This design comes from an exercise in tuning for small area and a short achievable clock period on the open sky130 flow, not from production work.
Function was not checked in any run shown here: the RTL went through the layout flow alone.
No activity file was given, so power comes from the tool's default toggle rates.

$ cat flow/flow/run.sh
#!/bin/bash
# Standard layout, with plain buffers (not delay cells) on the ports.
set -euo pipefail
export BUFFER_PORTS_ARGS="-buffer_cell sky130_fd_sc_hd__buf_2"
bash standard.sh synth > make_synth.log 2>&1
bash standard.sh finish > make_finish.log 2>&1
$ cat flow/constraint.sdc
create_clock -name core_clock -period 7.0 [get_ports {clk}]
set_input_delay 1.4000 -clock core_clock [delete_from_list [all_inputs] [get_ports {clk}]]
set_output_delay 1.4000 -clock core_clock [all_outputs]
set_load 0.01 [all_outputs]
$ cat flow/design.v
module neuron_l2 (
    input clk,
    input reset,
    input enable,
    input startup,
    input signed [17*16-1:0] in,
    input signed [15:0] weight,
    output reg signed [15:0] out,
    output reg outvalid,
    output reg tmp3
);
    wire load = enable & startup;
    wire comp = enable & ~startup;
    reg [15:0] C [0:16];
    reg [16:0] V;        
    reg [16:0] z;        
    reg [16:0] wz;       
    reg [15:0] wr;
    reg ld1;
    integer j;
    always @(posedge clk) begin
        wr <= weight;
        ld1 <= load;
        if (!ld1) wz <= {z[14:0], z[16:15]};
        for (j = 0; j < 17; j = j + 1)
            C[j] <= (ld1 & wz[j]) ? wr : C[(j + 16) % 17];
    end
    always @(posedge clk or posedge reset) begin
        if (reset) begin
            V <= 17'd0;
            z <= 17'd1;
        end else begin
            V <= ({17{ld1}} & wz) | {V[15:0], V[16]};
            z <= {z[15:0], z[16]};
        end
    end
    reg [4:0] raddr;
    reg newIn, s1, s2;
    always @(posedge clk or posedge reset) begin
        if (reset) begin
            raddr <= 0; newIn <= 0; s1 <= 0; s2 <= 0; tmp3 <= 0; outvalid <= 0;
        end else if (enable) begin
            if (startup) begin
                raddr <= 0; newIn <= 0;
            end else if (raddr == 5'd16) begin
                raddr <= 0; newIn <= 1;
            end else begin
                raddr <= raddr + 5'd1; newIn <= 0;
            end
            s1 <= newIn; s2 <= s1; tmp3 <= s2; outvalid <= tmp3;
        end else begin
            raddr <= 0; newIn <= 0;
        end
    end
    reg [15:0] xsel;
    integer i;
    always @(*) begin
        xsel = 16'd0;
        for (i = 0; i < 17; i = i + 1)
            xsel = xsel | (in[16*i +: 16] & {16{z[i] & V[0]}});
    end
    reg [15:0] xr;
    reg [7:0] bp1, bn1, bp2, bn2;
    wire [16:0] we = {C[0], 1'b0};
    integer d;
    always @(posedge clk) begin
        xr <= xsel;
        for (d = 0; d < 8; d = d + 1) begin
            bp1[d] <= ~we[2*d+2] & (we[2*d+1] ^ we[2*d]);
            bn1[d] <=  we[2*d+2] & (we[2*d+1] ^ we[2*d]);
            bp2[d] <= ~we[2*d+2] &  we[2*d+1] &  we[2*d];
            bn2[d] <=  we[2*d+2] & ~we[2*d+1] & ~we[2*d];
        end
    end
    wire [7:0] bneg = bn1 | bn2;
    wire [16:0] x1 = {xr[15], xr};
    wire [16:0] x2 = {xr, 1'b0};
    wire [16:0] pp0 = ({17{bp1[0]}} & x1) | ({17{bn1[0]}} & ~x1) | ({17{bp2[0]}} & x2) | ({17{bn2[0]}} & ~x2);
    wire [16:0] pp1 = ({17{bp1[1]}} & x1) | ({17{bn1[1]}} & ~x1) | ({17{bp2[1]}} & x2) | ({17{bn2[1]}} & ~x2);
    wire [16:0] pp2 = ({17{bp1[2]}} & x1) | ({17{bn1[2]}} & ~x1) | ({17{bp2[2]}} & x2) | ({17{bn2[2]}} & ~x2);
    wire [16:0] pp3 = ({17{bp1[3]}} & x1) | ({17{bn1[3]}} & ~x1) | ({17{bp2[3]}} & x2) | ({17{bn2[3]}} & ~x2);
    wire [16:0] pp4 = ({17{bp1[4]}} & x1) | ({17{bn1[4]}} & ~x1) | ({17{bp2[4]}} & x2) | ({17{bn2[4]}} & ~x2);
    wire [16:0] pp5 = ({17{bp1[5]}} & x1) | ({17{bn1[5]}} & ~x1) | ({17{bp2[5]}} & x2) | ({17{bn2[5]}} & ~x2);
    wire [16:0] pp6 = ({17{bp1[6]}} & x1) | ({17{bn1[6]}} & ~x1) | ({17{bp2[6]}} & x2) | ({17{bn2[6]}} & ~x2);
    wire [16:0] pp7 = ({17{bp1[7]}} & x1) | ({17{bn1[7]}} & ~x1) | ({17{bp2[7]}} & x2) | ({17{bn2[7]}} & ~x2);
    wire a1 = pp0[10] ^ pp1[8];
    wire a2 = pp0[10] & pp1[8];
    wire a3 = pp0[11] ^ pp1[9];
    wire a4 = pp0[11] & pp1[9];
    wire a5 = pp0[12] ^ pp1[10] ^ pp2[8];
    wire a6 = (pp0[12] & pp1[10]) | (pp0[12] & pp2[8]) | (pp1[10] & pp2[8]);
    wire a7 = pp3[6] ^ pp4[4];
    wire a8 = pp3[6] & pp4[4];
    wire a9 = pp0[13] ^ pp1[11] ^ pp2[9];
    wire a10 = (pp0[13] & pp1[11]) | (pp0[13] & pp2[9]) | (pp1[11] & pp2[9]);
    wire a11 = pp3[7] ^ pp4[5];
    wire a12 = pp3[7] & pp4[5];
    wire a13 = pp0[14] ^ pp1[12] ^ pp2[10];
    wire a14 = (pp0[14] & pp1[12]) | (pp0[14] & pp2[10]) | (pp1[12] & pp2[10]);
    wire a15 = pp3[8] ^ pp4[6] ^ pp5[4];
    wire a16 = (pp3[8] & pp4[6]) | (pp3[8] & pp5[4]) | (pp4[6] & pp5[4]);
    wire a17 = pp6[2] ^ pp7[0];
    wire a18 = pp6[2] & pp7[0];
    wire a19 = pp0[15] ^ pp1[13] ^ pp2[11];
    wire a20 = (pp0[15] & pp1[13]) | (pp0[15] & pp2[11]) | (pp1[13] & pp2[11]);
    wire a21 = pp3[9] ^ pp4[7] ^ pp5[5];
    wire a22 = (pp3[9] & pp4[7]) | (pp3[9] & pp5[5]) | (pp4[7] & pp5[5]);
    wire a23 = pp6[3] ^ pp7[1];
    wire a24 = pp6[3] & pp7[1];
    wire a25 = ~pp0[16] ^ pp1[14] ^ pp2[12];
    wire a26 = (~pp0[16] & pp1[14]) | (~pp0[16] & pp2[12]) | (pp1[14] & pp2[12]);
    wire a27 = pp3[10] ^ pp4[8] ^ pp5[6];
    wire a28 = (pp3[10] & pp4[8]) | (pp3[10] & pp5[6]) | (pp4[8] & pp5[6]);
    wire a29 = pp6[4] ^ pp7[2];
    wire a30 = pp6[4] & pp7[2];
    wire a31 = pp1[15] ^ pp2[13] ^ pp3[11];
    wire a32 = (pp1[15] & pp2[13]) | (pp1[15] & pp3[11]) | (pp2[13] & pp3[11]);
    wire a33 = pp4[9] ^ pp5[7] ^ pp6[5];
    wire a34 = (pp4[9] & pp5[7]) | (pp4[9] & pp6[5]) | (pp5[7] & pp6[5]);
    wire a35 = ~pp1[16] ^ pp2[14] ^ pp3[12];
    wire a36 = (~pp1[16] & pp2[14]) | (~pp1[16] & pp3[12]) | (pp2[14] & pp3[12]);
    wire a37 = pp4[10] ^ pp5[8];
    wire a38 = pp4[10] & pp5[8];
    wire a39 = pp2[15] ^ pp3[13] ^ pp4[11];
    wire a40 = (pp2[15] & pp3[13]) | (pp2[15] & pp4[11]) | (pp3[13] & pp4[11]);
    wire a41 = ~pp2[16] ^ pp3[14];
    wire a42 = ~pp2[16] & pp3[14];
    wire a43 = pp0[6] ^ pp1[4];
    wire a44 = pp0[6] & pp1[4];
    wire a45 = pp0[7] ^ pp1[5];
    wire a46 = pp0[7] & pp1[5];
    wire a47 = pp0[8] ^ pp1[6] ^ pp2[4];
    wire a48 = (pp0[8] & pp1[6]) | (pp0[8] & pp2[4]) | (pp1[6] & pp2[4]);
    wire a49 = pp3[2] ^ pp4[0];
    wire a50 = pp3[2] & pp4[0];
    wire a51 = pp0[9] ^ pp1[7] ^ pp2[5];
    wire a52 = (pp0[9] & pp1[7]) | (pp0[9] & pp2[5]) | (pp1[7] & pp2[5]);
    wire a53 = pp3[3] ^ pp4[1];
    wire a54 = pp3[3] & pp4[1];
    wire a55 = a1 ^ pp2[6] ^ pp3[4];
    wire a56 = (a1 & pp2[6]) | (a1 & pp3[4]) | (pp2[6] & pp3[4]);
    wire a57 = pp4[2] ^ pp5[0] ^ bneg[5];
    wire a58 = (pp4[2] & pp5[0]) | (pp4[2] & bneg[5]) | (pp5[0] & bneg[5]);
    wire a59 = a3 ^ pp2[7] ^ pp3[5];
    wire a60 = (a3 & pp2[7]) | (a3 & pp3[5]) | (pp2[7] & pp3[5]);
    wire a61 = pp4[3] ^ pp5[1] ^ a2;
    wire a62 = (pp4[3] & pp5[1]) | (pp4[3] & a2) | (pp5[1] & a2);
    wire a63 = a5 ^ a7 ^ pp5[2];
    wire a64 = (a5 & a7) | (a5 & pp5[2]) | (a7 & pp5[2]);
    wire a65 = pp6[0] ^ bneg[6] ^ a4;
    wire a66 = (pp6[0] & bneg[6]) | (pp6[0] & a4) | (bneg[6] & a4);
    wire a67 = a9 ^ a11 ^ pp5[3];
    wire a68 = (a9 & a11) | (a9 & pp5[3]) | (a11 & pp5[3]);
    wire a69 = pp6[1] ^ a6 ^ a8;
    wire a70 = (pp6[1] & a6) | (pp6[1] & a8) | (a6 & a8);
    wire a71 = a13 ^ a15 ^ a17;
    wire a72 = (a13 & a15) | (a13 & a17) | (a15 & a17);
    wire a73 = bneg[7] ^ a10 ^ a12;
    wire a74 = (bneg[7] & a10) | (bneg[7] & a12) | (a10 & a12);
    wire a75 = a19 ^ a21 ^ a23;
    wire a76 = (a19 & a21) | (a19 & a23) | (a21 & a23);
    wire a77 = a14 ^ a16 ^ a18;
    wire a78 = (a14 & a16) | (a14 & a18) | (a16 & a18);
    wire a79 = a25 ^ a27 ^ a29;
    wire a80 = (a25 & a27) | (a25 & a29) | (a27 & a29);
    wire a81 = a20 ^ a22 ^ a24;
    wire a82 = (a20 & a22) | (a20 & a24) | (a22 & a24);
    wire a83 = a31 ^ a33 ^ pp7[3];
    wire a84 = (a31 & a33) | (a31 & pp7[3]) | (a33 & pp7[3]);
    wire a85 = a26 ^ a28 ^ a30;
    wire a86 = (a26 & a28) | (a26 & a30) | (a28 & a30);
    wire a87 = a35 ^ a37 ^ pp6[6];
    wire a88 = (a35 & a37) | (a35 & pp6[6]) | (a37 & pp6[6]);
    wire a89 = pp7[4] ^ a32 ^ a34;
    wire a90 = (pp7[4] & a32) | (pp7[4] & a34) | (a32 & a34);
    wire a91 = a39 ^ pp5[9] ^ pp6[7];
    wire a92 = (a39 & pp5[9]) | (a39 & pp6[7]) | (pp5[9] & pp6[7]);
    wire a93 = pp7[5] ^ a36 ^ a38;
    wire a94 = (pp7[5] & a36) | (pp7[5] & a38) | (a36 & a38);
    wire a95 = a41 ^ pp4[12] ^ pp5[10];
    wire a96 = (a41 & pp4[12]) | (a41 & pp5[10]) | (pp4[12] & pp5[10]);
    wire a97 = pp6[8] ^ pp7[6] ^ a40;
    wire a98 = (pp6[8] & pp7[6]) | (pp6[8] & a40) | (pp7[6] & a40);
    wire a99 = pp3[15] ^ pp4[13] ^ pp5[11];
    wire a100 = (pp3[15] & pp4[13]) | (pp3[15] & pp5[11]) | (pp4[13] & pp5[11]);
    wire a101 = pp6[9] ^ pp7[7] ^ a42;
    wire a102 = (pp6[9] & pp7[7]) | (pp6[9] & a42) | (pp7[7] & a42);
    wire a103 = ~pp3[16] ^ pp4[14] ^ pp5[12];
    wire a104 = (~pp3[16] & pp4[14]) | (~pp3[16] & pp5[12]) | (pp4[14] & pp5[12]);
    wire a105 = pp6[10] ^ pp7[8];
    wire a106 = pp6[10] & pp7[8];
    wire a107 = pp4[15] ^ pp5[13] ^ pp6[11];
    wire a108 = (pp4[15] & pp5[13]) | (pp4[15] & pp6[11]) | (pp5[13] & pp6[11]);
    wire a109 = ~pp4[16] ^ pp5[14];
    wire a110 = ~pp4[16] & pp5[14];
    wire a111 = pp0[4] ^ pp1[2];
    wire a112 = pp0[4] & pp1[2];
    wire a113 = pp0[5] ^ pp1[3];
    wire a114 = pp0[5] & pp1[3];
    wire a115 = a43 ^ pp2[2] ^ pp3[0];
    wire a116 = (a43 & pp2[2]) | (a43 & pp3[0]) | (pp2[2] & pp3[0]);
    wire a117 = a45 ^ pp2[3] ^ pp3[1];
    wire a118 = (a45 & pp2[3]) | (a45 & pp3[1]) | (pp2[3] & pp3[1]);
    wire a119 = a47 ^ a49 ^ bneg[4];
    wire a120 = (a47 & a49) | (a47 & bneg[4]) | (a49 & bneg[4]);
    wire a121 = a51 ^ a53 ^ a48;
    wire a122 = (a51 & a53) | (a51 & a48) | (a53 & a48);
    wire a123 = a55 ^ a57 ^ a52;
    wire a124 = (a55 & a57) | (a55 & a52) | (a57 & a52);
    wire a125 = a59 ^ a61 ^ a56;
    wire a126 = (a59 & a61) | (a59 & a56) | (a61 & a56);
    wire a127 = a63 ^ a65 ^ a60;
    wire a128 = (a63 & a65) | (a63 & a60) | (a65 & a60);
    wire a129 = a67 ^ a69 ^ a64;
    wire a130 = (a67 & a69) | (a67 & a64) | (a69 & a64);
    wire a131 = a71 ^ a73 ^ a68;
    wire a132 = (a71 & a73) | (a71 & a68) | (a73 & a68);
    wire a133 = a75 ^ a77 ^ a72;
    wire a134 = (a75 & a77) | (a75 & a72) | (a77 & a72);
    wire a135 = a79 ^ a81 ^ a76;
    wire a136 = (a79 & a81) | (a79 & a76) | (a81 & a76);
    wire a137 = a83 ^ a85 ^ a80;
    wire a138 = (a83 & a85) | (a83 & a80) | (a85 & a80);
    wire a139 = a87 ^ a89 ^ a84;
    wire a140 = (a87 & a89) | (a87 & a84) | (a89 & a84);
    wire a141 = a91 ^ a93 ^ a88;
    wire a142 = (a91 & a93) | (a91 & a88) | (a93 & a88);
    wire a143 = a95 ^ a97 ^ a92;
    wire a144 = (a95 & a97) | (a95 & a92) | (a97 & a92);
    wire a145 = a99 ^ a101 ^ a96;
    wire a146 = (a99 & a101) | (a99 & a96) | (a101 & a96);
    wire a147 = a103 ^ a105 ^ a100;
    wire a148 = (a103 & a105) | (a103 & a100) | (a105 & a100);
    wire a149 = a107 ^ pp7[9] ^ a104;
    wire a150 = (a107 & pp7[9]) | (a107 & a104) | (pp7[9] & a104);
    wire a151 = a109 ^ pp6[12] ^ pp7[10];
    wire a152 = (a109 & pp6[12]) | (a109 & pp7[10]) | (pp6[12] & pp7[10]);
    wire a153 = pp5[15] ^ pp6[13] ^ pp7[11];
    wire a154 = (pp5[15] & pp6[13]) | (pp5[15] & pp7[11]) | (pp6[13] & pp7[11]);
    wire a155 = ~pp5[16] ^ pp6[14];
    wire a156 = ~pp5[16] & pp6[14];
    reg [27:0] r1 [0:2];
    always @(posedge clk) begin
        r1[0] <= {pp6[15], a155, a153, a151, a149, a147, a145, a143, a141, a139, a137, a135, a133, a131, a129, a127, a125, a123, a121, a119, a117, a115, a113, a111, pp0[3], pp0[2], pp0[1], pp0[0]};
        r1[1] <= {pp7[13], pp7[12], a110, a108, a106, a102, a98, a94, a90, a86, a82, a78, a74, a70, a66, a62, a58, a54, a50, a46, a44, bneg[3], pp2[1], pp2[0], pp1[1], pp1[0], 1'b0, bneg[0]};
        r1[2] <= {a156, a154, a152, a150, a148, a146, a144, a142, a140, a138, a136, a134, a132, a130, a128, a126, a124, a122, a120, a118, a116, a114, a112, bneg[2], 1'b0, bneg[1], 1'b0, 1'b0};
    end
    reg [27:0] as, ac;
    reg clr;
    always @(posedge clk) clr <= comp & (raddr == 5'd1);
    wire [27:0] fs = clr ? 28'd89849856 : as;
    wire [27:0] fc = clr ? 28'd0 : ac;
    wire b1 = r1[0][2] ^ r1[1][2];
    wire b2 = r1[0][2] & r1[1][2];
    wire b3 = r1[0][3] ^ r1[1][3];
    wire b4 = r1[0][3] & r1[1][3];
    wire b5 = r1[0][4] ^ r1[1][4] ^ r1[2][4];
    wire b6 = (r1[0][4] & r1[1][4]) | (r1[0][4] & r1[2][4]) | (r1[1][4] & r1[2][4]);
    wire b7 = r1[0][5] ^ r1[1][5] ^ r1[2][5];
    wire b8 = (r1[0][5] & r1[1][5]) | (r1[0][5] & r1[2][5]) | (r1[1][5] & r1[2][5]);
    wire b9 = r1[0][6] ^ r1[1][6] ^ r1[2][6];
    wire b10 = (r1[0][6] & r1[1][6]) | (r1[0][6] & r1[2][6]) | (r1[1][6] & r1[2][6]);
    wire b11 = r1[0][7] ^ r1[1][7] ^ r1[2][7];
    wire b12 = (r1[0][7] & r1[1][7]) | (r1[0][7] & r1[2][7]) | (r1[1][7] & r1[2][7]);
    wire b13 = r1[0][8] ^ r1[1][8] ^ r1[2][8];
    wire b14 = (r1[0][8] & r1[1][8]) | (r1[0][8] & r1[2][8]) | (r1[1][8] & r1[2][8]);
    wire b15 = r1[0][9] ^ r1[1][9] ^ r1[2][9];
    wire b16 = (r1[0][9] & r1[1][9]) | (r1[0][9] & r1[2][9]) | (r1[1][9] & r1[2][9]);
    wire b17 = r1[0][10] ^ r1[1][10] ^ r1[2][10];
    wire b18 = (r1[0][10] & r1[1][10]) | (r1[0][10] & r1[2][10]) | (r1[1][10] & r1[2][10]);
    wire b19 = r1[0][11] ^ r1[1][11] ^ r1[2][11];
    wire b20 = (r1[0][11] & r1[1][11]) | (r1[0][11] & r1[2][11]) | (r1[1][11] & r1[2][11]);
    wire b21 = r1[0][12] ^ r1[1][12] ^ r1[2][12];
    wire b22 = (r1[0][12] & r1[1][12]) | (r1[0][12] & r1[2][12]) | (r1[1][12] & r1[2][12]);
    wire b23 = r1[0][13] ^ r1[1][13] ^ r1[2][13];
    wire b24 = (r1[0][13] & r1[1][13]) | (r1[0][13] & r1[2][13]) | (r1[1][13] & r1[2][13]);
    wire b25 = r1[0][14] ^ r1[1][14] ^ r1[2][14];
    wire b26 = (r1[0][14] & r1[1][14]) | (r1[0][14] & r1[2][14]) | (r1[1][14] & r1[2][14]);
    wire b27 = r1[0][15] ^ r1[1][15] ^ r1[2][15];
    wire b28 = (r1[0][15] & r1[1][15]) | (r1[0][15] & r1[2][15]) | (r1[1][15] & r1[2][15]);
    wire b29 = r1[0][16] ^ r1[1][16] ^ r1[2][16];
    wire b30 = (r1[0][16] & r1[1][16]) | (r1[0][16] & r1[2][16]) | (r1[1][16] & r1[2][16]);
    wire b31 = r1[0][17] ^ r1[1][17] ^ r1[2][17];
    wire b32 = (r1[0][17] & r1[1][17]) | (r1[0][17] & r1[2][17]) | (r1[1][17] & r1[2][17]);
    wire b33 = r1[0][18] ^ r1[1][18] ^ r1[2][18];
    wire b34 = (r1[0][18] & r1[1][18]) | (r1[0][18] & r1[2][18]) | (r1[1][18] & r1[2][18]);
    wire b35 = r1[0][19] ^ r1[1][19] ^ r1[2][19];
    wire b36 = (r1[0][19] & r1[1][19]) | (r1[0][19] & r1[2][19]) | (r1[1][19] & r1[2][19]);
    wire b37 = r1[0][20] ^ r1[1][20] ^ r1[2][20];
    wire b38 = (r1[0][20] & r1[1][20]) | (r1[0][20] & r1[2][20]) | (r1[1][20] & r1[2][20]);
    wire b39 = r1[0][21] ^ r1[1][21] ^ r1[2][21];
    wire b40 = (r1[0][21] & r1[1][21]) | (r1[0][21] & r1[2][21]) | (r1[1][21] & r1[2][21]);
    wire b41 = r1[0][22] ^ r1[1][22] ^ r1[2][22];
    wire b42 = (r1[0][22] & r1[1][22]) | (r1[0][22] & r1[2][22]) | (r1[1][22] & r1[2][22]);
    wire b43 = r1[0][23] ^ r1[1][23] ^ r1[2][23];
    wire b44 = (r1[0][23] & r1[1][23]) | (r1[0][23] & r1[2][23]) | (r1[1][23] & r1[2][23]);
    wire b45 = r1[0][24] ^ r1[1][24] ^ r1[2][24];
    wire b46 = (r1[0][24] & r1[1][24]) | (r1[0][24] & r1[2][24]) | (r1[1][24] & r1[2][24]);
    wire b47 = r1[0][25] ^ r1[1][25] ^ r1[2][25];
    wire b48 = (r1[0][25] & r1[1][25]) | (r1[0][25] & r1[2][25]) | (r1[1][25] & r1[2][25]);
    wire b49 = r1[0][26] ^ r1[1][26] ^ r1[2][26];
    wire b50 = (r1[0][26] & r1[1][26]) | (r1[0][26] & r1[2][26]) | (r1[1][26] & r1[2][26]);
    wire b51 = r1[0][27] ^ r1[1][27] ^ r1[2][27];
    wire b52 = (r1[0][27] & r1[1][27]) | (r1[0][27] & r1[2][27]) | (r1[1][27] & r1[2][27]);
    wire b53 = r1[0][0] ^ r1[1][0];
    wire b54 = r1[0][0] & r1[1][0];
    wire b55 = r1[0][1] ^ fs[1];
    wire b56 = r1[0][1] & fs[1];
    wire b57 = b1 ^ r1[2][2] ^ fs[2];
    wire b58 = (b1 & r1[2][2]) | (b1 & fs[2]) | (r1[2][2] & fs[2]);
    wire b59 = b3 ^ fs[3] ^ fc[3];
    wire b60 = (b3 & fs[3]) | (b3 & fc[3]) | (fs[3] & fc[3]);
    wire b61 = b5 ^ fs[4] ^ fc[4];
    wire b62 = (b5 & fs[4]) | (b5 & fc[4]) | (fs[4] & fc[4]);
    wire b63 = b7 ^ fs[5] ^ fc[5];
    wire b64 = (b7 & fs[5]) | (b7 & fc[5]) | (fs[5] & fc[5]);
    wire b65 = b9 ^ fs[6] ^ fc[6];
    wire b66 = (b9 & fs[6]) | (b9 & fc[6]) | (fs[6] & fc[6]);
    wire b67 = b11 ^ fs[7] ^ fc[7];
    wire b68 = (b11 & fs[7]) | (b11 & fc[7]) | (fs[7] & fc[7]);
    wire b69 = b13 ^ fs[8] ^ fc[8];
    wire b70 = (b13 & fs[8]) | (b13 & fc[8]) | (fs[8] & fc[8]);
    wire b71 = b15 ^ fs[9] ^ fc[9];
    wire b72 = (b15 & fs[9]) | (b15 & fc[9]) | (fs[9] & fc[9]);
    wire b73 = b17 ^ fs[10] ^ fc[10];
    wire b74 = (b17 & fs[10]) | (b17 & fc[10]) | (fs[10] & fc[10]);
    wire b75 = b19 ^ fs[11] ^ fc[11];
    wire b76 = (b19 & fs[11]) | (b19 & fc[11]) | (fs[11] & fc[11]);
    wire b77 = b21 ^ fs[12] ^ fc[12];
    wire b78 = (b21 & fs[12]) | (b21 & fc[12]) | (fs[12] & fc[12]);
    wire b79 = b23 ^ fs[13] ^ fc[13];
    wire b80 = (b23 & fs[13]) | (b23 & fc[13]) | (fs[13] & fc[13]);
    wire b81 = b25 ^ fs[14] ^ fc[14];
    wire b82 = (b25 & fs[14]) | (b25 & fc[14]) | (fs[14] & fc[14]);
    wire b83 = b27 ^ fs[15] ^ fc[15];
    wire b84 = (b27 & fs[15]) | (b27 & fc[15]) | (fs[15] & fc[15]);
    wire b85 = b29 ^ fs[16] ^ fc[16];
    wire b86 = (b29 & fs[16]) | (b29 & fc[16]) | (fs[16] & fc[16]);
    wire b87 = b31 ^ fs[17] ^ fc[17];
    wire b88 = (b31 & fs[17]) | (b31 & fc[17]) | (fs[17] & fc[17]);
    wire b89 = b33 ^ fs[18] ^ fc[18];
    wire b90 = (b33 & fs[18]) | (b33 & fc[18]) | (fs[18] & fc[18]);
    wire b91 = b35 ^ fs[19] ^ fc[19];
    wire b92 = (b35 & fs[19]) | (b35 & fc[19]) | (fs[19] & fc[19]);
    wire b93 = b37 ^ fs[20] ^ fc[20];
    wire b94 = (b37 & fs[20]) | (b37 & fc[20]) | (fs[20] & fc[20]);
    wire b95 = b39 ^ fs[21] ^ fc[21];
    wire b96 = (b39 & fs[21]) | (b39 & fc[21]) | (fs[21] & fc[21]);
    wire b97 = b41 ^ fs[22] ^ fc[22];
    wire b98 = (b41 & fs[22]) | (b41 & fc[22]) | (fs[22] & fc[22]);
    wire b99 = b43 ^ fs[23] ^ fc[23];
    wire b100 = (b43 & fs[23]) | (b43 & fc[23]) | (fs[23] & fc[23]);
    wire b101 = b45 ^ fs[24] ^ fc[24];
    wire b102 = (b45 & fs[24]) | (b45 & fc[24]) | (fs[24] & fc[24]);
    wire b103 = b47 ^ fs[25] ^ fc[25];
    wire b104 = (b47 & fs[25]) | (b47 & fc[25]) | (fs[25] & fc[25]);
    wire b105 = b49 ^ fs[26] ^ fc[26];
    wire b106 = (b49 & fs[26]) | (b49 & fc[26]) | (fs[26] & fc[26]);
    wire b107 = b51 ^ fs[27] ^ fc[27];
    wire b108 = (b51 & fs[27]) | (b51 & fc[27]) | (fs[27] & fc[27]);
    wire b109 = b53 ^ fs[0];
    wire b110 = b53 & fs[0];
    wire b111 = b55 ^ fc[1] ^ b54;
    wire b112 = (b55 & fc[1]) | (b55 & b54) | (fc[1] & b54);
    wire b113 = b57 ^ fc[2] ^ b56;
    wire b114 = (b57 & fc[2]) | (b57 & b56) | (fc[2] & b56);
    wire b115 = b59 ^ b2 ^ b58;
    wire b116 = (b59 & b2) | (b59 & b58) | (b2 & b58);
    wire b117 = b61 ^ b4 ^ b60;
    wire b118 = (b61 & b4) | (b61 & b60) | (b4 & b60);
    wire b119 = b63 ^ b6 ^ b62;
    wire b120 = (b63 & b6) | (b63 & b62) | (b6 & b62);
    wire b121 = b65 ^ b8 ^ b64;
    wire b122 = (b65 & b8) | (b65 & b64) | (b8 & b64);
    wire b123 = b67 ^ b10 ^ b66;
    wire b124 = (b67 & b10) | (b67 & b66) | (b10 & b66);
    wire b125 = b69 ^ b12 ^ b68;
    wire b126 = (b69 & b12) | (b69 & b68) | (b12 & b68);
    wire b127 = b71 ^ b14 ^ b70;
    wire b128 = (b71 & b14) | (b71 & b70) | (b14 & b70);
    wire b129 = b73 ^ b16 ^ b72;
    wire b130 = (b73 & b16) | (b73 & b72) | (b16 & b72);
    wire b131 = b75 ^ b18 ^ b74;
    wire b132 = (b75 & b18) | (b75 & b74) | (b18 & b74);
    wire b133 = b77 ^ b20 ^ b76;
    wire b134 = (b77 & b20) | (b77 & b76) | (b20 & b76);
    wire b135 = b79 ^ b22 ^ b78;
    wire b136 = (b79 & b22) | (b79 & b78) | (b22 & b78);
    wire b137 = b81 ^ b24 ^ b80;
    wire b138 = (b81 & b24) | (b81 & b80) | (b24 & b80);
    wire b139 = b83 ^ b26 ^ b82;
    wire b140 = (b83 & b26) | (b83 & b82) | (b26 & b82);
    wire b141 = b85 ^ b28 ^ b84;
    wire b142 = (b85 & b28) | (b85 & b84) | (b28 & b84);
    wire b143 = b87 ^ b30 ^ b86;
    wire b144 = (b87 & b30) | (b87 & b86) | (b30 & b86);
    wire b145 = b89 ^ b32 ^ b88;
    wire b146 = (b89 & b32) | (b89 & b88) | (b32 & b88);
    wire b147 = b91 ^ b34 ^ b90;
    wire b148 = (b91 & b34) | (b91 & b90) | (b34 & b90);
    wire b149 = b93 ^ b36 ^ b92;
    wire b150 = (b93 & b36) | (b93 & b92) | (b36 & b92);
    wire b151 = b95 ^ b38 ^ b94;
    wire b152 = (b95 & b38) | (b95 & b94) | (b38 & b94);
    wire b153 = b97 ^ b40 ^ b96;
    wire b154 = (b97 & b40) | (b97 & b96) | (b40 & b96);
    wire b155 = b99 ^ b42 ^ b98;
    wire b156 = (b99 & b42) | (b99 & b98) | (b42 & b98);
    wire b157 = b101 ^ b44 ^ b100;
    wire b158 = (b101 & b44) | (b101 & b100) | (b44 & b100);
    wire b159 = b103 ^ b46 ^ b102;
    wire b160 = (b103 & b46) | (b103 & b102) | (b46 & b102);
    wire b161 = b105 ^ b48 ^ b104;
    wire b162 = (b105 & b48) | (b105 & b104) | (b48 & b104);
    wire b163 = b107 ^ b50 ^ b106;
    wire b164 = (b107 & b50) | (b107 & b106) | (b50 & b106);
    always @(posedge clk) begin
        as <= {b163, b161, b159, b157, b155, b153, b151, b149, b147, b145, b143, b141, b139, b137, b135, b133, b131, b129, b127, b125, b123, b121, b119, b117, b115, b113, b111, b109};
        ac <= {b162, b160, b158, b156, b154, b152, b150, b148, b146, b144, b142, b140, b138, b136, b134, b132, b130, b128, b126, b124, b122, b120, b118, b116, b114, b112, b110, fc[0]};
    end
    wire [27:0] acc = as + ac;
    wire g19 = s2 & (raddr == 5'd2);
    wire g20 = tmp3 & (raddr == 5'd3);
    always @(posedge clk) out <= g19 ? (acc[27] ? 16'd0 : acc[27:12]) : (g20 ? out : 16'd0);
endmodule
$ cat flow/standard.sh
#!/bin/bash
# synth_recipe.tcl (not shown) runs the flow's synth.tcl, then flattens the netlist and writes it again
# the make line also repeats each setting of config.mk as NAME=value (left out here)
make -C /OpenROAD-flow-scripts/flow DESIGN_CONFIG=/design/flow/config.mk WORK_HOME=/design/flow/orfs CLKGATE_MAP_FILE= SYNTH_SCRIPT=/design/flow/synth_recipe.tcl "${@:-finish}"
$ cat flow/config.mk
export PLATFORM = sky130hd
export DESIGN_NAME = neuron_l2
export DESIGN_NICKNAME = neuron_l2
export VERILOG_FILES = /design/flow/design.v
export SDC_FILE = /design/flow/constraint.sdc
export NUM_CORES = 4
export LEC_CHECK = 0
export CAP_MARGIN = 20
export CORE_MARGIN = 2
export CORE_UTILIZATION = 40
export SETUP_SLACK_MARGIN = 4.5
export SLEW_MARGIN = 20
==> notes.md, run 1 <==
- Vias in the first global route: approximately 18000
- Antenna violations before repair: 5
- F_max: 380 MHz
- DRC: 0
- TritonCTS clock tree: built
- Total number of vias: 16900
- Register area share after synthesis: ~46%
- Fin area: 30000 um2
- Placed cell areas: roughly 27000 um2
- Tot GR Track Use: 23.2%
- WP data arrival: around 3 ns
- Slowest stage delay, CP: 0.51 ns
- H-tree Lvls: 2
- Post-route ant nets: 0
- Synth warnings: 3
- Slew HR: between 20% and 30%
- Post-synth top area cell: dfxtp_1
- Routability cong.: about 1.0
- Final WL: between 70000 and 80000 um
- Die ar.: approximately 64000 um2
- Clk_skew: roughly 0.043 ns
- Worst vdd ir: 252 uV
- Main synth FF type: dfxtp_1
- Dominant cells by area after synthesis: dfxtp_1 (38%), mux2_2 (13%), fa_1 (11%)
- Mapped Area: around 25000 um2
- Area growth from synthesis to layout: 21.1%
- Crit start category: register
- CTS Buf Count: 54
- Minimum clock period: roughly 2.6 ns
- Top cell type's share of synthesized area: around two fifths
- Worst Setup End Kind: register
- Port bufs: just over 300
- Netlist cell types: 63
- Largest net degree at the start of global routing: 55
- Worst path cell trace: ha_4 -> a211o_1 -> a31oi_4 -> a2bb2oi_4 -> nand3b_4 -> a21oi_4 -> o21bai_4 -> or4b_4 -> a31oi_2
- Leak Pwr: between 10 and 15 nW
- Total grt overflow: 0
- Multi-input gate area in the final layout: 13000 um2
- Hold Crit Class: reg -> reg
- Count of boundary I/O pins: 310
- Fillers: roughly 5500
- Post-synth ARST share: 8.03%
- Die Y: 253 um
- Clock net sink count: 548
- Fin crit share: 37.6%
- Status: timing/DRC/antenna clean
- Syn nets: roughly 2600
- Initial core utilization: approximately two fifths
- Reg clk slew, reported paths: around 0.070 ns
- Nets: 2855
- Initial DRT Pass Iterations: 6
- Hpwl dp: 54100 um
- Max-cap violations: 0
- Clk latency of the worst-skew pair: 0.62 ns
- Critical Path RT: between 7 and 8 ns
- Post-DR vias/cell: roughly 5.3
- Setup TNS: 0 ns
- Core area: just over 60000 um2
- DR WL/cell: around 23 um
- Share of cells above drive strength 1: around 37%
- 1st-iter DRT viols: 1175
- Crit path max fanout: 4
- Rows: 91
- Clk buf depth: 3
- Setup CP Type: reg -> reg
- Seq. cell area: around 12000 um2
- Endpoints failing setup: 0
- CP max stage cell: or4b_4
- Die width: 253 um
- Mean Syn Cell Area: about 12 um2
- FF+latch count, synth: around 550
- Power Density: around 420 nW/um2
- RSZ-0062 raised after global routing: true
- Final Max Tran Viols: 0
- Least-Margin Pin Slew: 1.13 ns
- Number of synthesized flops with an enable pin: 32
- Clock root cell: clkbuf_16
- Fin. Hold Viols: 0
- First-pass GRT wire length: about 110000 um
- Cells after Synth: 2092
## flip-flops by register name, indices dropped and copies added, names as in the netlist, 5 cells and up
signal	count
r1	80
z	17
C	272
out	15
xr	16
wr	16
V	17
bp1	8
raddr	5
wz	17
as	28
bn1	8
bp2	7
ac	27
bn2	8
## worst paths after layout
path / startpoint / to / slack (ns) / cells after the start
max: ac[8] / out[8] / 4.37 / 9
min: z[6] / z[7] / 0.39 / 0
max reg2reg: ac[8] / out[8] / 4.37 / 9
min reg2reg: z[6] / z[7] / 0.39 / 0
max in group asynchronous: reset / tmp3 / 5.53 / 2
min in group asynchronous: reset / z[6] / 0.91 / 2
## metal layers
metal  up-vias  part of all wire [%]  GRT usage [%]
met5         -                 0.012              0
met4         2                   2.0           5.11
met3        93                   5.6           4.49
met2       489                    46           37.5
met1      8438                    46           32.2
li1       7867                     -              -
## stage by stage
stage | total power, mW | instances | setup slack [ns] | util (%) | hold slack (ns)
final | 12.6 | 3214 | 4.37 | 48.8 | 0.393
after global routing | 13.6 | 3213 | 4.32 | 48.8 | 0.403
after CTS | 12.6 | 3172 | 4.38 | 47.9 | 0.393
after detailed placement | 9.13 | 3039 | 3.87 | 43.6 | 0.377
after global placement | 8.83 | 3039 | 3.94 | 43.6 | 0.369
after floorplan | 7.72 | 2092 | 4.48 | - | 0.363
## cells by family (layout without fill, tap and decap cells)
logic type,after synthesis,in the layout,share of synthesized area (%)
AOI/OAI and AO/OA,225,226,7.08
buffers and inverters,220,547,3.41
xor gates and xnor gates,25,25,0.884
muxes,474,474,20.6
DFF,548,548,46.5
other,1,5,0.0151
and+or+nand+nor,413,413,8.08
adders and majority gates,186,186,13.5
## power breakdown
| group | internal, mW | switching, mW | leakage (nW) | total, mW |
|---|---|---|---|---|
| Combinational | 2.36 | 2.47 | 6.89 | 4.84 |
| Sequential | 4.09 | 0.621 | 4.88 | 4.71 |
| Clock | 1.83 | 1.25 | 0.947 | 3.08 |
| Total | 8.29 | 4.34 | 12.7 | 12.6 |
## layout by cell type (no fill, tap or decap), drive strengths merged, types with 5 or more instances in the layout
cell type / netlist / routed
ha: 52 / 52
inv: 58 / 59
a22o: 8 / 8
and2: 20 / 20
nor2b: 64 / 64
fa: 134 / 134
bufinv: 0 / 6
dfxtp: 472 / 472
nor2: 68 / 68
nand2: 155 / 155
o221ai: 8 / 8
mux2: 289 / 289
nand4: 11 / 11
a211o: 7 / 7
nand2b: 32 / 32
clkinv: 1 / 14
o21ai: 15 / 15
xnor2: 20 / 20
nor3b: 8 / 8
a21oi: 18 / 18
or2: 6 / 6
a22oi: 96 / 96
xor2: 5 / 5
a21o: 6 / 6
a222oi: 16 / 16
clkbuf: 149 / 76
a211oi: 14 / 14
dfrtp: 43 / 43
buf: 12 / 389
mux2i: 185 / 185
a221oi: 9 / 9
nand3: 31 / 31
nor3: 8 / 8
edfxtp: 32 / 32
## synthesized netlist by cell type, drive strengths merged, types with 8 or more instances
master / count
dfxtp: 472
mux2: 289
mux2i: 185
nand2: 155
clkbuf: 149
fa: 134
a22oi: 96
nor2: 68
nor2b: 64
inv: 58
ha: 52
dfrtp: 43
edfxtp: 32
nand2b: 32
nand3: 31
and2: 20
xnor2: 20
a21oi: 18
a222oi: 16
o21ai: 15
a211oi: 14
buf: 12
nand4: 11
a221oi: 9
a22o: 8
nor3: 8
nor3b: 8
o221ai: 8
## critical path, delay by kind of cell, from the launching register on
| family | cells | cell delay [ns] |
|---|---|---|
| compound gates | 6 | 1.21 |
| fa+ha+maj | 1 | 0.26 |
| flops | 1 | 0.33 |
| simple gates | 2 | 0.63 |
## final cells by class
class / instances / share of cell area [%]
clock buffers: 76 / 5.36
flip-flops and latches: 548 / 38.7
clock inverters: 23 / 1.06
inverters: 59 / 0.772
multi-input cells: 1325 / 43.2
diodes: 4 / 0.0334
well taps: 790 / 3.30
repair buffers: 389 / 7.56
## repair_timing
item	in CTS	in global routing
hold endpoints to repair	0	0
setup endpoints to repair	70	67
gates cloned	1	0
hold buffers	0	0
pin swaps	40	33
gates resized for setup	123	60
setup buffers	33	38
==> run 2, diff against run 1 <==
--- a/flow/design.v
+++ b/flow/design.v
@@ -17,11 +17,7 @@
     reg [16:0] wz;       
-    reg [15:0] wr;
-    reg ld1;
     integer j;
     always @(posedge clk) begin
-        wr <= weight;
-        ld1 <= load;
-        if (!ld1) wz <= {z[14:0], z[16:15]};
+        if (!load) wz <= {z[14:0], z[16:15]};
         for (j = 0; j < 17; j = j + 1)
-            C[j] <= (ld1 & wz[j]) ? wr : C[(j + 16) % 17];
+            C[j] <= (load & wz[j]) ? weight : C[(j + 16) % 17];
     end
@@ -32,3 +28,3 @@
         end else begin
-            V <= ({17{ld1}} & wz) | {V[15:0], V[16]};
+            V <= ({17{load}} & wz) | {V[15:0], V[16]};
             z <= {z[15:0], z[16]};
@@ -54,2 +50,3 @@
     end
+    wire xon = V[0] & ~newIn;
     reg [15:0] xsel;
@@ -59,3 +56,3 @@
         for (i = 0; i < 17; i = i + 1)
-            xsel = xsel | (in[16*i +: 16] & {16{z[i] & V[0]}});
+            xsel = xsel | (in[16*i +: 16] & {16{z[i] & xon}});
     end
@@ -249,4 +246,4 @@
     reg clr;
-    always @(posedge clk) clr <= comp & (raddr == 5'd1);
-    wire [27:0] fs = clr ? 28'd89849856 : as;
+    always @(posedge clk) clr <= comp & ~s1 & (raddr == 5'd1);
+    wire [27:0] fs = clr ? 28'd393216 : as;
     wire [27:0] fc = clr ? 28'd0 : ac;
@@ -421,5 +418,4 @@
     wire [27:0] acc = as + ac;
-    wire g19 = s2 & (raddr == 5'd2);
     wire g20 = tmp3 & (raddr == 5'd3);
-    always @(posedge clk) out <= g19 ? (acc[27] ? 16'd0 : acc[27:12]) : (g20 ? out : 16'd0);
+    always @(posedge clk) out <= (g20 & ~acc[27]) ? acc[27:12] : 16'd0;
 endmodule
==> run 2 against run 1 <==
  * Still clean
  * Sequential cell count is 16 lower
  * Maximum frequency is 1.2% higher
  * Highest routed layer unchanged
  * Non-clock buffer count is 2 higher
  * Critical path type unchanged
  * Largest cell class unchanged
  * Global-route usage is 2.4 points higher
==> notes.md, run 2 <==
- Power Density: 399 nW/um2 (was 421 nW/um2)
- Placed cell areas: 26700 um2 (was 26800 um2)
- First-pass GRT wire length: 118000 um (was 113000 um)
- Synth Area in Simple Gates: 8.53% (was 8.08%)
- TritonCTS clock tree: built (unchanged)
- Leading cell types in the layout, fill and taps excluded: dfxtp_1 (432), buf_2 (309), mux2_2 (213) (was dfxtp_1 (425), buf_2 (306), mux2_2 (285))
- WP data arrival: 3.08 ns (was 3.06 ns)
- Vias in the first global route: 17000 (was 17700)
- Switching Share: 34.3% (was 34.4%)
- FF+latch count, synth: 532 (was 548)
- CP max stage cell: dfxtp_4 (was or4b_4)
- CTS Buf Count: 54 (unchanged)
- Initial DRT Pass Iterations: 6 (unchanged)
- Critical Path RT: 7.48 ns (was 7.43 ns)
- Die ar.: 62500 um2 (was 63900 um2)
- Mean Syn Cell Area: 11.7 um2 (was 11.8 um2)
- Post-DR vias/cell: 5.24 (was 5.25)
- Worst Setup End Kind: register (unchanged)
- XOR/XNOR Fraction of Synth Area: 0.869% (was 0.884%)
- Die Y: 250 um (was 253 um)
- Post-route ant nets: 0 (unchanged)
- Netlist cell types: 58 (was 63)
- Synth Area in Compound Gates: 6.86% (was 7.08%)
- Sequential power share: 38.1% (was 37.3%)
- Internal: 7.78 mW (was 8.29 mW)
- Clock root cell: clkbuf_16 (unchanged)
- Fin area: 29700 um2 (was 30000 um2)
- Number of synthesized flops with an enable pin: 17 (was 32)
- Leak Pwr: 12.8 nW (was 12.7 nW)
- Routability cong.: 0.987 (was 1.02)
- Area growth from synthesis to layout: 22.6% (was 21.1%)
- Count leader, synth: dfxtp_1 (unchanged)
- Status: timing/DRC/antenna clean (unchanged)
- Largest Register: C (unchanged)
- Clock net sink count: 532 (was 548)
- Fin. Hold Viols: 0 (unchanged)
- Total grt overflow: 0 (unchanged)
- Final WL: 80900 um (was 73900 um)
- Cells after Synth: 2059 (was 2092)
- Max-cap violations: 0 (unchanged)
- Reg2Reg Launch Point: xr[12] (was ac[8])
- Syn nets: 2536 (was 2570)
- Nets: 2825 (was 2855)
- Least-Margin Pin Slew: 0.911 ns (was 1.13 ns)
- Tot GR Track Use: 25.6% (was 23.2%)
- Endpoints failing setup: 0 (unchanged)
- CP startpoint: xr[12] (was ac[8])
- Antenna violations before repair: 12 (was 5)
- DR WL/cell: 25.5 um (was 23.0 um)
- Multiplexer share of the synthesized area: 21.2% (was 20.6%)
- Clk buf depth: 3 (unchanged)
- Dominant cells by area after synthesis: dfxtp_1 (39%), mux2_2 (13%), fa_1 (11%) (was dfxtp_1 (38%), mux2_2 (13%), fa_1 (11%))
- Largest registers: C (272), r1 (80), as (28) (unchanged)
- Largest net degree at the start of global routing: 55 (unchanged)
- Slowest stage delay, CP: 0.47 ns (was 0.51 ns)
- Top cell type's share of synthesized area: 39.0% (was 38.1%)
- 1st-iter DRT viols: 1104 (was 1175)
- Final Max Tran Viols: 0 (unchanged)
- Hold Path Origin: z[9] (was z[6])
- F_max: 385 MHz (was 380 MHz)
- Register area share after synthesis: 45.6% (was 46.5%)
- H-tree Lvls: 2 (unchanged)
- Crit start category: register (unchanged)
- Post-synth ARST share: 8.27% (was 8.03%)
- Main synth FF type: dfxtp_1 (unchanged)
- Count of boundary I/O pins: 310 (unchanged)
- Reg clk slew, reported paths: 0.08 ns (was 0.07 ns)
- Hold path depth: 0 (unchanged)
- Mapped Area: 24200 um2 (was 24800 um2)
- CP most frequent cell: fa_1
- Slew HR: 39.3% (was 24.6%)
- Rows: 90 (was 91)
- Fin crit share: 37.1% (was 37.6%)
- Die width: 250 um (was 253 um)
- Post-CTS Hold Buffers: 0 (unchanged)
- Pwr Total: 11.8 mW (was 12.6 mW)
- Clock group share of total power: 23.9% (was 24.4%)
- NetSw: 4.07 mW (was 4.34 mW)
- Area share of fa/ha/maj cells after synthesis: 13.7% (was 13.5%)
- Post-synth top area cell: dfxtp_1 (unchanged)
- Clk latency of the worst-skew pair: 0.63 ns (was 0.62 ns)
- Minimum clock period: 2.60 ns (was 2.63 ns)
- Commonest cells post-synth: dfxtp_1 (471), mux2_2 (289), mux2i_1 (184), nand2_1 (151), clkbuf_1 (149) (was dfxtp_1 (472), mux2_2 (289), mux2i_1 (185), nand2_1 (155), clkbuf_1 (149))
- Crit path max fanout: 6 (was 4)
- Worst path cell trace: mux2_2 -> a211oi_4 -> fa_1 -> inv_1 -> fa_1 -> fa_1 (was ha_4 -> a211o_1 -> a31oi_4 -> a2bb2oi_4 -> nand3b_4 -> a21oi_4 -> o21bai_4 -> or4b_4 -> a31oi_2)
- Core area: 60000 um2 (was 61500 um2)
- Setup CP Type: reg -> reg (unchanged)
- Initial core utilization: 40.3% (about the same)
- Max reg flops: 272 (unchanged)
- Clk_skew: 0.0377 ns (was 0.0430 ns)
- Comb pwr share: 37.9% (was 38.3%)
- Hpwl dp: 58800 um (was 54100 um)
- R2R depth: 6 (was 9)
- Hold Crit Class: reg -> reg (unchanged)
- Total number of vias: 16600 (was 16900)
- Commonest non-fill, non-tap cell in the layout: dfxtp_1 (unchanged)
- DRC: 0 (unchanged)
- Combinational family with the most area after synthesis: multiplexers (unchanged)
- Worst vdd ir: 225 uV (was 252 uV)
- RSZ-0062 raised after global routing: true (unchanged)
- Setup TNS: 0 ns (unchanged)
- Share of cells above drive strength 1: 37.7% (was 37.4%)
- Port bufs: 309 (was 308)
- Synth warnings: 3 (unchanged)
## run 2: power by group through the flow
stage                     combinational (mW)  clock (mW)  sequential [mW]
after global placement                  3.97           0             4.55
after global routing                    5.16        3.04             4.60
after floorplan                         3.16           0             4.23
after detailed placement                4.14           0             4.55
after CTS                               4.26        2.90             4.50
final                                   4.50        2.83             4.52
## run 2: logic make-up after synthesis
logic type	after synthesis
compound gates	219
fa+ha+maj	185
other cells	1
simple gates	420
xor+xnor	24
buf+inv	204
flops	532
mux	474
## run 2: worst max-delay path: cells and delay by family, from the launching register on
family,cells,cell delay (ns)
DFF,1,0.47
AOI/OAI and AO/OA,1,0.20
buffers and inverters,1,0.07
muxes,1,0.39
adders and majority gates,3,1.31
## run 2: per-layer routing
| metal | vias up | GRT usage (%) | share of wire (%) |
|---|---|---|---|
| met5 | - | 0 | 0.016 |
| met4 | 2 | 4.91 | 1.8 |
| met3 | 104 | 4.18 | 5.3 |
| met2 | 435 | 40.5 | 46 |
| met1 | 8369 | 37.1 | 47 |
| li1 | 7730 | - | - |
## run 2: per-stage QoR
step | utilization (%) | worst slack, ns | hold slack, ns | cells
global route | 49.4 | 4.35 | 0.403 | 3175
CTS | 48.2 | 4.28 | 0.395 | 3132
detailed placement | 44.5 | 3.57 | 0.380 | 3012
floorplan | - | 4.44 | 0.362 | 2059
finish | 49.4 | 4.40 | 0.390 | 3175
global placement | 44.5 | 3.59 | 0.371 | 3012
## run 2: cell type report
type                            instances  area, um2
Antenna cell                            2       5.00
Clock buffer                           83       1580
Clock inverter                         16        179
Fill cell                            5350      30400
Inverter                               46        186
Multi-Input combinational cell       1323      13300
Sequential cell                       532      11100
Tap cell                              782        978
Timing Repair Buffer                  391       2320
## run 2: worst paths after layout
| check | endpoint | slack (ns) |
|---|---|---|
| worst max-delay path | r1[0][15] | 4.40 |
| worst min-delay path | z[10] | 0.39 |
| worst max register to register | r1[0][15] | 4.40 |
| worst min register to register | z[10] | 0.39 |
| max in group asynchronous | z[14] | 5.50 |
| min in group asynchronous | V[10] | 0.93 |
## run 2: timing repair
action	4_1_cts	5_1_grt
endpoints found under the setup margin	211	171
buffers inserted	20	41
pin swaps	22	32
resized for setup	88	90
cloned	1	0

## static timing again, ports no longer ideal
The results above use ideal ports. As a check the final layouts listed here were re-extracted and re-timed, cells and wires unchanged.
Step 1: set_driving_cell puts a clkbuf_16 on clk and a buf_2 on each other input, an assumption about the parent block.
Step 2 adds t to the input delays and takes it off the output delays; t is the mean of the earliest and latest rising clock arrival at the registers after step 1. Input paths then give back, and output paths get back, about the clock's delay inside the block.
Three values: no drivers, after step 1, after step 2; two values: the first two.
run | t, ns | slack for setup (ns) | hold slack, ns | worst setup path after step 2 | worst data-port slew with drivers (ns)
run 1 | 0.654 | 4.370 / 4.370 / 4.294 | 0.393 / 0.393 / 0.393 | input to register | 0.14
run 2 | 0.665 | 4.401 / 4.401 / 4.216 | 0.390 / 0.390 / 0.390 | input to register | 0.21
After both steps setup and hold are still met in every run listed. The setup slack of run 2, which loses most, moves by 0.000 ns with the drivers and by -0.185 ns with both steps.
